Context: an optimization exercise on an open-source flow, tuned for small area. The choices shown serve that exercise and are no tape-out recipe.
Function was checked by simulation only, so behaviour that the tests miss may differ from the original. The flow treats the clock pin as an ideal source, which a real chip does not have.

==> trial 29 <==
## iiitb_apb
module iiitb_apb (
  input         clk,
  input         reset,
  input  [7:0]  addr,
  input         data_valid,
  input  [31:0] data,
  input         data_dir,
  input  [31:0] wait_cycle,
  output [31:0] read_out_data,
  output        transaction_done,
  output        tranerr,
  output        slverr
);
==> module apb_ring6, before the edit <==
module apb_ring6 (
  input             clk,
  input             wea,
  input             web,
  input      [31:0] wdata,      
  input      [31:0] wdata_n,    
  output     [31:0] porta,      
  output     [31:0] portb       
);
  reg [31:0] s0, s1, s2, s3, s4, s5;
  wire [31:0] s0_d = wea ? wdata : ~s5;
  assign porta = s0_d;
  assign portb = s2;
  always @(posedge clk) begin
    s0 <= s0_d;
    s1 <= s0;
    s2 <= s1;
    s3 <= web ? wdata_n : ~s2;
    s4 <= s3;
    s5 <= s4;
  end
endmodule
==> module apb_ring2, before the edit <==
module apb_ring2 (
  input             clk,
  input             we,
  input      [31:0] wdata,
  output     [31:0] port
);
  reg [31:0] s0, s1;
  assign port = s1;
  always @(posedge clk) begin
    s0 <= we ? wdata : s1;
    s1 <= s0;
  end
endmodule
==> module iiitb_apb, before the edit <==
module iiitb_apb (
  input         clk,
  input         reset,
  input  [7:0]  addr,
  input         data_valid,
  input  [31:0] data,
  input         data_dir,
  input  [31:0] wait_cycle,
  output [31:0] read_out_data,
  output        transaction_done,
  output        tranerr,
  output        slverr
);
  reg        busy;       
  reg  [4:0] cnt;        
  reg        done;
  reg        done_rd;
  reg  [1:0] ph3;        
  reg        lap;        
  reg        ph2;        
  reg [31:0] rdata;      
  wire le19 = ~|wait_cycle[31:5] & (wait_cycle[4:0] <= 5'd19);
  wire inr  = ~|addr[7:5];
  wire last = busy & (le19 ? (cnt == wait_cycle[4:0]) : (cnt == 5'd19));
  assign tranerr          = last & ~le19;
  assign slverr           = last & le19 & ~inr;
  assign transaction_done = done;
  assign read_out_data    = {32{done_rd}} & rdata;
  wire act = busy & le19 & inr;
  wire wr  = act & data_dir;
  wire rd  = act & ~data_dir;
  wire [31:0] dec = 32'd1 << addr[4:0];
  wire [2:0]  phs = {ph3 == 2'd2, ph3 == 2'd1, ph3 == 2'd0};
  wire [5:0]  at_a = {{3{lap}} & phs, {3{~lap}} & phs};
  wire [5:0]  at_b = {{3{~lap}} & phs, {3{lap}} & phs};
  wire [4:0]  hit_a, hit_b;
  wire [31:0] porta   [0:4];
  wire [31:0] portb   [0:4];
  wire [31:0] data_n = ~data;
  genvar r;
  generate
    for (r = 0; r < 5; r = r + 1) begin : ring
      assign hit_a[r] = |(dec[6*r+5:6*r] & at_a);
      assign hit_b[r] = |(dec[6*r+5:6*r] & at_b);
      apb_ring6 u (
        .clk(clk), .wea(wr & hit_a[r]), .web(wr & hit_b[r]),
        .wdata(data), .wdata_n(data_n),
        .porta(porta[r]), .portb(portb[r]));
    end
  endgenerate
  wire hit2 = (dec[30] & ~ph2) | (dec[31] & ph2);
  wire [31:0] port2;
  apb_ring2 ring2 (.clk(clk), .we(wr & hit2), .wdata(data), .port(port2));
  reg [31:0] rword;
  integer k;
  always @(*) begin
    rword = {32{hit2}} & port2;
    for (k = 0; k < 5; k = k + 1)
      rword = rword | ({32{hit_a[k]}} & porta[k]) | ({32{hit_b[k]}} & portb[k]);
  end
  always @(posedge clk) begin
    busy    <= ~reset & (busy ? ~last : data_valid);
    cnt     <= busy ? cnt + 5'd1 : 5'd30;
    done    <= last & le19;
    done_rd <= last & le19 & ~data_dir;
    ph3     <= ph3[1] ? 2'd0 : ph3 + 2'd1;
    lap     <= lap ^ ph3[1];
    ph2     <= ~ph2;
    if (reset)
      rdata <= 32'd0;
    else if (rd & (|hit_a | |hit_b | hit2))
      rdata <= rword;
  end
endmodule
Settings: LEC_CHECK=0, CAP_MARGIN=20, CORE_MARGIN=2, CORE_UTILIZATION=60, SLEW_MARGIN=20; clock period 10.0 ns.
standard.sh (not shown) runs the stock make flow with config.mk's settings and CLKGATE_MAP_FILE= SYNTH_SCRIPT=/design/flow/synth_recipe.tcl, a recipe that flattens the netlist after the stock synthesis.
==> flow/flow/run.sh <==
#!/bin/bash
# Layout: the standard ORFS flow (standard.sh), with these changes:
#  - synthesis maps logic with ABC's area mapper (abc_override.tcl, area.abc)
#    around the standard flow's own synthesis script, synth_recipe.tcl;
#  - port buffers are the smallest buffer cell (buffer_ports -buffer_cell);
#  - clock tree synthesis without dummy loads and with its own buffer list
#    and sink clustering (CTS_ARGS, read by ORFS's cts.tcl).
# Each tool's output goes to a log file in the work folder.
set -euo pipefail
work=$(pwd)
here=$(cd "$(dirname "$0")" && pwd)
export FLOW_ABC_SCRIPT="$here/area.abc"
export FLOW_SYNTH_TCL="$work/synth_recipe.tcl"
export BUFFER_PORTS_ARGS="$(cat "$here/buffer_ports.args")"
export CTS_ARGS="$(cat "$here/cts.args")"
# standard.sh with its synthesis script swapped for abc_override.tcl
sed "s#SYNTH_SCRIPT=[^ ]*#SYNTH_SCRIPT=$here/abc_override.tcl#" standard.sh > standard_area.sh
grep -q "SYNTH_SCRIPT=$here/abc_override.tcl" standard_area.sh
bash standard_area.sh finish > flow_standard.log 2>&1
==> flow/flow/abc_override.tcl <==
# Synthesis: the standard flow's own synthesis script (synth_recipe.tcl, sourced last),
# with one change: ORFS's technology mapping call, abc, runs the area-oriented
# mapper of the ABC script in area.abc in place of ORFS's speed script.
# Flip-flops are mapped before abc, so the registers, their names and their
# cells are those of the standard synthesis.
proc abc {args} {
  set keep {}
  set skip 0
  foreach a $args {
    if {$skip} { set skip 0; continue }
    if {$a eq "-script"} { set skip 1; continue }
    lappend keep $a
  }
  yosys abc -script $::env(FLOW_ABC_SCRIPT) {*}$keep
}
source $::env(FLOW_SYNTH_TCL)
==> flow/flow/area.abc <==
strash; dch; amap -m; topo
==> flow/flow/buffer_ports.args <==
-buffer_cell sky130_fd_sc_hd__buf_1
==> flow/flow/cts.args <==
-sink_clustering_enable -repair_clock_nets -dont_use_dummy_load -buf_list {sky130_fd_sc_hd__clkbuf_16} -sink_clustering_size 30 -sink_clustering_max_diameter 60
==> inputs of build 37, as changes to trial 29 <==
==> flow/design.v (replaced) <==
module apb_ring3 (
  input             clk,
  input      [1:0]  ph,      
  input      [2:0]  wsel,    
  input      [2:0]  rsel,    
  input      [31:0] wdata,
  output            we,
  output            re,
  output     [31:0] port
);
  reg [31:0] s0, s1, s2;
  assign we = (wsel[0] & (ph == 2'd0)) | (wsel[1] & (ph == 2'd1)) | (wsel[2] & (ph == 2'd2));
  assign re = (rsel[0] & (ph == 2'd0)) | (rsel[1] & (ph == 2'd1)) | (rsel[2] & (ph == 2'd2));
  assign port = s2;
  always @(posedge clk) begin
    s0 <= we ? wdata : s2;
    s1 <= s0;
    s2 <= s1;
  end
endmodule
module apb_ring2 (
  input             clk,
  input             ph,
  input      [1:0]  wsel,
  input      [1:0]  rsel,
  input      [31:0] wdata,
  output            we,
  output            re,
  output     [31:0] port
);
  reg [31:0] s0, s1;
  assign we = (wsel[0] & ~ph) | (wsel[1] & ph);
  assign re = (rsel[0] & ~ph) | (rsel[1] & ph);
  assign port = s1;
  always @(posedge clk) begin
    s0 <= we ? wdata : s1;
    s1 <= s0;
  end
endmodule
module iiitb_apb (
  input         clk,
  input         reset,
  input  [7:0]  addr,
  input         data_valid,
  input  [31:0] data,
  input         data_dir,
  input  [31:0] wait_cycle,
  output [31:0] read_out_data,
  output        transaction_done,
  output        tranerr,
  output        slverr
);
  reg        busy;       
  reg  [4:0] cnt;        
  reg        done;
  reg        done_rd;
  reg  [1:0] ph3;        
  reg        ph2;        
  reg [31:0] rdata;      
  wire le19 = ~|wait_cycle[31:5] & (wait_cycle[4:0] <= 5'd19);
  wire inr  = ~|addr[7:5];
  wire last = busy & (le19 ? (cnt == wait_cycle[4:0]) : (cnt == 5'd19));
  assign tranerr          = last & ~le19;
  assign slverr           = last & le19 & ~inr;
  assign transaction_done = done;
  assign read_out_data    = {32{done_rd}} & rdata;
  wire act = busy & le19 & inr;
  wire wr  = act & data_dir;
  wire rd  = act & ~data_dir;
  wire [31:0] dec = 32'd1 << addr[4:0];
  wire [31:0] wsel = {32{wr}} & dec;
  wire [31:0] rsel = {32{rd}} & dec;
  wire [10:0] we, re;
  wire [31:0] port [0:10];
  genvar r;
  generate
    for (r = 0; r < 10; r = r + 1) begin : ring
      apb_ring3 u (
        .clk(clk), .ph(ph3), .wsel(wsel[3*r+2:3*r]), .rsel(rsel[3*r+2:3*r]),
        .wdata(data), .we(we[r]), .re(re[r]), .port(port[r]));
    end
  endgenerate
  apb_ring2 ring10 (
    .clk(clk), .ph(ph2), .wsel(wsel[31:30]), .rsel(rsel[31:30]),
    .wdata(data), .we(we[10]), .re(re[10]), .port(port[10]));
  reg [31:0] rmux;
  integer k;
  always @(*) begin
    rmux = 32'd0;
    for (k = 0; k < 11; k = k + 1)
      rmux = rmux | ({32{re[k]}} & port[k]);
  end
  always @(posedge clk) begin
    busy    <= ~reset & (busy ? ~last : data_valid);
    cnt     <= busy ? cnt + 5'd1 : 5'd30;
    done    <= last & le19;
    done_rd <= last & le19 & ~data_dir;
    ph3     <= ph3[1] ? 2'd0 : ph3 + 2'd1;
    ph2     <= ~ph2;
    if (reset)
      rdata <= 32'd0;
    else if (|re)
      rdata <= rmux;
  end
endmodule
==> flow/flow/run.sh (replaced) <==
#!/bin/bash
# Layout: the standard ORFS flow (standard.sh), with two changes:
#  - port buffers are the smallest buffer cell (buffer_ports -buffer_cell),
#  - clock tree synthesis without dummy loads and with its own buffer list
#    and sink clustering (CTS_ARGS, read by ORFS's cts.tcl).
# Each tool's output goes to a log file in the work folder.
set -euo pipefail
here=$(cd "$(dirname "$0")" && pwd)
export BUFFER_PORTS_ARGS="$(cat "$here/buffer_ports.args")"
export CTS_ARGS="$(cat "$here/cts.args")"
bash standard.sh finish > flow_standard.log 2>&1
==> flow/flow/cts.args (replaced) <==
-sink_clustering_enable -repair_clock_nets -dont_use_dummy_load -buf_list {sky130_fd_sc_hd__clkbuf_8 sky130_fd_sc_hd__clkbuf_16} -sink_clustering_size 30 -sink_clustering_max_diameter 80
removed: flow/flow/abc_override.tcl
removed: flow/flow/area.abc
==> inputs of build 49, as changes to trial 29 <==
--- a/flow/design.v
+++ b/flow/design.v
@@ -33,4 +33,16 @@
     s1 <= s0;
   end
+endmodule
+module apb_aoi222 (
+  input  a1, a2, b1, b2, c1, c2,
+  output y
+);
+  assign y = ~((a1 & a2) | (b1 & b2) | (c1 & c2));
+endmodule
+module apb_nand4 (
+  input  a, b, c, d,
+  output y
+);
+  assign y = ~(a & b & c & d);
 endmodule
 module iiitb_apb (
@@ -87,11 +99,31 @@
   wire [31:0] port2;
   apb_ring2 ring2 (.clk(clk), .we(wr & hit2), .wdata(data), .port(port2));
-  reg [31:0] rword;
-  integer k;
-  always @(*) begin
-    rword = {32{hit2}} & port2;
-    for (k = 0; k < 5; k = k + 1)
-      rword = rword | ({32{hit_a[k]}} & porta[k]) | ({32{hit_b[k]}} & portb[k]);
-  end
+  wire        cap  = rd & (|hit_a | |hit_b | hit2);
+  wire        go   = rd & ~reset;
+  wire [11:0] h    = {~reset & ~cap, go & hit2, {5{go}} & hit_b, {5{go}} & hit_a};
+  wire [31:0] t [0:11];
+  wire [31:0] rnext;
+  genvar g, b;
+  generate
+    for (g = 0; g < 5; g = g + 1) begin : src
+      assign t[g]     = porta[g];
+      assign t[g + 5] = portb[g];
+    end
+  endgenerate
+  assign t[10] = port2;
+  assign t[11] = rdata;
+  generate
+    for (b = 0; b < 32; b = b + 1) begin : rbit
+      wire [3:0] grp;
+      for (g = 0; g < 4; g = g + 1) begin : grp3
+        apb_aoi222 u (
+          .a1(h[3*g]),     .a2(t[3*g][b]),
+          .b1(h[3*g + 1]), .b2(t[3*g + 1][b]),
+          .c1(h[3*g + 2]), .c2(t[3*g + 2][b]),
+          .y(grp[g]));
+      end
+      apb_nand4 n (.a(grp[0]), .b(grp[1]), .c(grp[2]), .d(grp[3]), .y(rnext[b]));
+    end
+  endgenerate
   always @(posedge clk) begin
     busy    <= ~reset & (busy ? ~last : data_valid);
@@ -102,8 +134,5 @@
     lap     <= lap ^ ph3[1];
     ph2     <= ~ph2;
-    if (reset)
-      rdata <= 32'd0;
-    else if (rd & (|hit_a | |hit_b | hit2))
-      rdata <= rword;
+    rdata   <= rnext;
   end
 endmodule
--- a/flow/flow/run.sh
+++ b/flow/flow/run.sh
@@ -3,4 +3,7 @@
 #  - synthesis maps logic with ABC's area mapper (abc_override.tcl, area.abc)
 #    around the standard flow's own synthesis script, synth_recipe.tcl;
+#  - the read-data selection's gate modules (apb_aoi222, apb_nand4) are kept
+#    as modules through mapping (SYNTH_KEEP_MODULES), so each maps to its
+#    own cell; synth_recipe.tcl then flattens the design as usual;
 #  - port buffers are the smallest buffer cell (buffer_ports -buffer_cell);
 #  - clock tree synthesis without dummy loads and with its own buffer list
@@ -12,4 +15,5 @@
 export FLOW_ABC_SCRIPT="$here/area.abc"
 export FLOW_SYNTH_TCL="$work/synth_recipe.tcl"
+export SYNTH_KEEP_MODULES="apb_aoi222 apb_nand4"
 export BUFFER_PORTS_ARGS="$(cat "$here/buffer_ports.args")"
 export CTS_ARGS="$(cat "$here/cts.args")"
==> flow/flow/cts.args (replaced) <==
-sink_clustering_enable -repair_clock_nets -dont_use_dummy_load -buf_list {sky130_fd_sc_hd__clkbuf_16} -sink_clustering_size 34 -sink_clustering_max_diameter 90
GPL_TIMING_DRIVEN = 0   (was default)
==> notes.md <==
Critical path depth: build 37 < build 49 < trial 29. Of build 37 and build 49, build 49 has the higher non-clock buffer count (gap 23). Between build 49 and build 37, the lower flip-flop and latch count is in build 37 (gap 1). Between build 49 and trial 29, the lower first-iteration DRC count is in trial 29 (gap about 30%, measured against trial 29). Die area: build 37 > trial 29 > build 49. Fmax, highest first: build 37, trial 29, build 49. Of build 37 and trial 29, trial 29 has the higher clock skew (gap 44 ps).

==> static timing again, ports no longer ideal <==
No port has a modelled driver above. Below, the same layouts with a new extraction and two added sets of constraints. Step 1 (the two cells are an assumption about what drives the block):
set clk [get_ports {clk}]
set_driving_cell -lib_cell sky130_fd_sc_hd__clkbuf_16 $clk
set_driving_cell -lib_cell sky130_fd_sc_hd__buf_2 [delete_from_list [all_inputs] $clk]
Step 2 also shifts input and output timing later by t, the mid clock arrival at the registers, as if the neighbouring blocks saw the same clock. a / b / c = ideal / step 1 / step 2; a / b = the first two.
| run | shift t [ns] | setup WS [ns] | worst setup path after step 2 |
|---|---|---|---|
| trial 29 | 0.652 | 2.769 / 2.748 / 2.748 | input to output |
| build 37 | 0.651 | 3.822 / 3.800 / 3.800 | input to output |
| build 49 | 0.644 | 2.551 / 2.532 / 2.532 | input to output |
After both steps every run listed still meets setup and hold. For build 37, which loses most, drivers alone change the setup slack by -0.022 ns; drivers and shift together by -0.022 ns.
